From an optimization exercise on the open Yosys and OpenROAD flow, aimed at small area; shortcuts taken in it are not production practice.
The RTL was checked by simulation tests, not by an equivalence proof against the original design.
Power figures rest on the tool's default switching activity, not on a simulated workload.

12-28:
// cfpu
module cfpu(
	input										clk,
	input										reset,
	input [(10-1):0]				csr_address,
	input										csr_read,
	output [(32-1):0]				csr_readdata,
	input										csr_write,
	input [(32-1):0]				csr_writedata,
	output										csr_waitrequest,
	input [(10-1):0]		fprint_address,
	input										fprint_write,
	input [(32-1):0]				fprint_writedata,
	output										fprint_waitrequest,
	output										checkpoint_write,
	output [32-1 : 0]				checkpoint_writedata,
	output [27-1 : 0]			checkpoint_address,
	input										checkpoint_waitrequest,
	output										irq
);
For scale: roughly 190 I/O pins.
==> flow/config.mk <==
export PLATFORM = sky130hd
export DESIGN_NAME = cfpu
export DESIGN_NICKNAME = cfpu
export VERILOG_FILES = /design/flow/design.v
export SDC_FILE = /design/flow/constraint.sdc
export NUM_CORES = 4
export LEC_CHECK = 0
export ABC_AREA = 1
export CAP_MARGIN = 5
export CORE_MARGIN = 2
export CORE_UTILIZATION = 50
export CTS_BUF_LIST = sky130_fd_sc_hd__clkbuf_8
export CTS_CLUSTER_DIAMETER = 50
export CTS_CLUSTER_SIZE = 16
export GPL_TIMING_DRIVEN = 0
export SLEW_MARGIN = 5
==> flow/constraint.sdc <==
create_clock -name core_clock -period 10.0 [get_ports {clk}]
set_input_delay 2.0000 -clock core_clock [delete_from_list [all_inputs] [get_ports {clk}]]
set_output_delay 2.0000 -clock core_clock [all_outputs]
set_load 0.01 [all_outputs]
run.sh (not shown) runs the stock make flow with config.mk's settings and CLKGATE_MAP_FILE= SYNTH_SCRIPT=/design/flow/synth_recipe.tcl, a recipe that flattens the netlist after the stock synthesis.
12-28 finished all stages; layout check result: FAIL, due to capacitance limit, slew limit.
## Diff of input files: 05-04 against 12-28
Settings: swapping 5 for 20 in SLEW_MARGIN; swapping 5 for 20 in CAP_MARGIN; clearing GPL_TIMING_DRIVEN, which used to be 0.
### Flow results
- 05-04: done, clean on timing, DRC and antenna
- Routability congestion estimate in 05-04 is about 11% lower than in 12-28
- Total of clock buffers placed in the layout of 05-04 falls short of that of 12-28 by more than 10%.
- The global-route usage of 05-04 falls short of that of 12-28 by 13 points.
- Compared 05-04 vs 12-28, and combinational group share of total power is down in 05-04.
- 12-28 has higher depth of the worst register-to-register path than 05-04.

---

cfpu again, from the RTL that the note above started with.
// cfpu
module cfpu(
	input										clk,
	input										reset,
	input [(10-1):0]				csr_address,
	input										csr_read,
	output [(32-1):0]				csr_readdata,
	input										csr_write,
	input [(32-1):0]				csr_writedata,
	output										csr_waitrequest,
	input [(10-1):0]		fprint_address,
	input										fprint_write,
	input [(32-1):0]				fprint_writedata,
	output										fprint_waitrequest,
	output										checkpoint_write,
	output [32-1 : 0]				checkpoint_writedata,
	output [27-1 : 0]			checkpoint_address,
	input										checkpoint_waitrequest,
	output										irq
);
export LEC_CHECK = 0
export ABC_AREA = 1
export CAP_MARGIN = 20
export CORE_MARGIN = 2
export CORE_UTILIZATION = 50
export CTS_BUF_LIST = sky130_fd_sc_hd__clkbuf_8
export CTS_CLUSTER_DIAMETER = 50
export CTS_CLUSTER_SIZE = 16
export SLEW_MARGIN = 20
create_clock -name core_clock -period 10.0 [get_ports {clk}]
standard.sh (not shown) runs the stock make flow with config.mk's settings and CLKGATE_MAP_FILE= SYNTH_SCRIPT=/design/flow/synth_recipe.tcl, a recipe that flattens the netlist after the stock synthesis.
==> flow/flow/run.sh <==
#!/bin/bash
export BUFFER_PORTS_ARGS="-buffer_cell sky130_fd_sc_hd__buf_1"
bash standard.sh > standard.log 2>&1
The starting point completed with no timing, DRC or antenna violations.
Then changed:
==> flow/run.sh (new file) <==
#!/bin/bash
# synth_recipe.tcl (not shown) runs the flow's synth.tcl, then flattens the netlist and writes it again
# the make line also repeats each setting of config.mk as NAME=value (left out here)
make -C /OpenROAD-flow-scripts/flow DESIGN_CONFIG=/design/flow/config.mk WORK_HOME=/design/flow/orfs CLKGATE_MAP_FILE= SYNTH_SCRIPT=/design/flow/synth_recipe.tcl finish
--- a/flow/config.mk
+++ b/flow/config.mk
@@ -11,5 +11,5 @@
 export CORE_UTILIZATION = 50
-export CTS_BUF_LIST = sky130_fd_sc_hd__clkbuf_8
-export CTS_CLUSTER_DIAMETER = 50
-export CTS_CLUSTER_SIZE = 16
+export CTS_BUF_LIST = sky130_fd_sc_hd__clkbuf_4
+export CTS_CLUSTER_DIAMETER = 35
+export CTS_CLUSTER_SIZE = 8
 export SLEW_MARGIN = 20
removed: flow/flow/run.sh
removed: flow/standard.sh
The changed run finished clean.
Critical path depth shrinks by 2.
Clock-buffer cell count goes up by 317.
Setup slack is worse by 0.61 ns.
Via count came out higher by about 2%.
Wire length climbs by about 0.5%.
Die area stays the same.
Core utilization goes up by 0.90 points.
Cell count goes up by 2.8%.
Final area went up by about 1.6%.

==> afterwards: timing with drivers on the ports <==
In the flow no input, the clock included, has a driving cell. The finished layouts below were timed again as built, in two steps.
Step 1 sets driving cells, clkbuf_16 on the clock port and buf_2 on the other inputs (assumed; they add their load-dependent delay and slew).
Step 2 moves the port delays by t, midway between the first and last clock arrival at a register: inputs arrive t later, outputs are due t later. That takes back most of the time a late clock gives input paths.
Three values: no drivers, after step 1, after step 2; two values: the first two.
run | t, ns | setup slack, ns | worst setup path at the end | clock arrival spread, ns
12-28 | 1.147 | 1.055 / 1.055 / 1.055 | register to register | 0.132 / 0.132
05-04 | 1.118 | 2.798 / 2.773 / 2.773 | input to output | 0.063 / 0.062
the first run of note 2 | 1.103 | 3.432 / 3.432 / 3.432 | register to register | 0.071 / 0.071
the second run of note 2 | 1.534 | 2.817 / 2.792 / 2.792 | input to output | 0.118 / 0.119
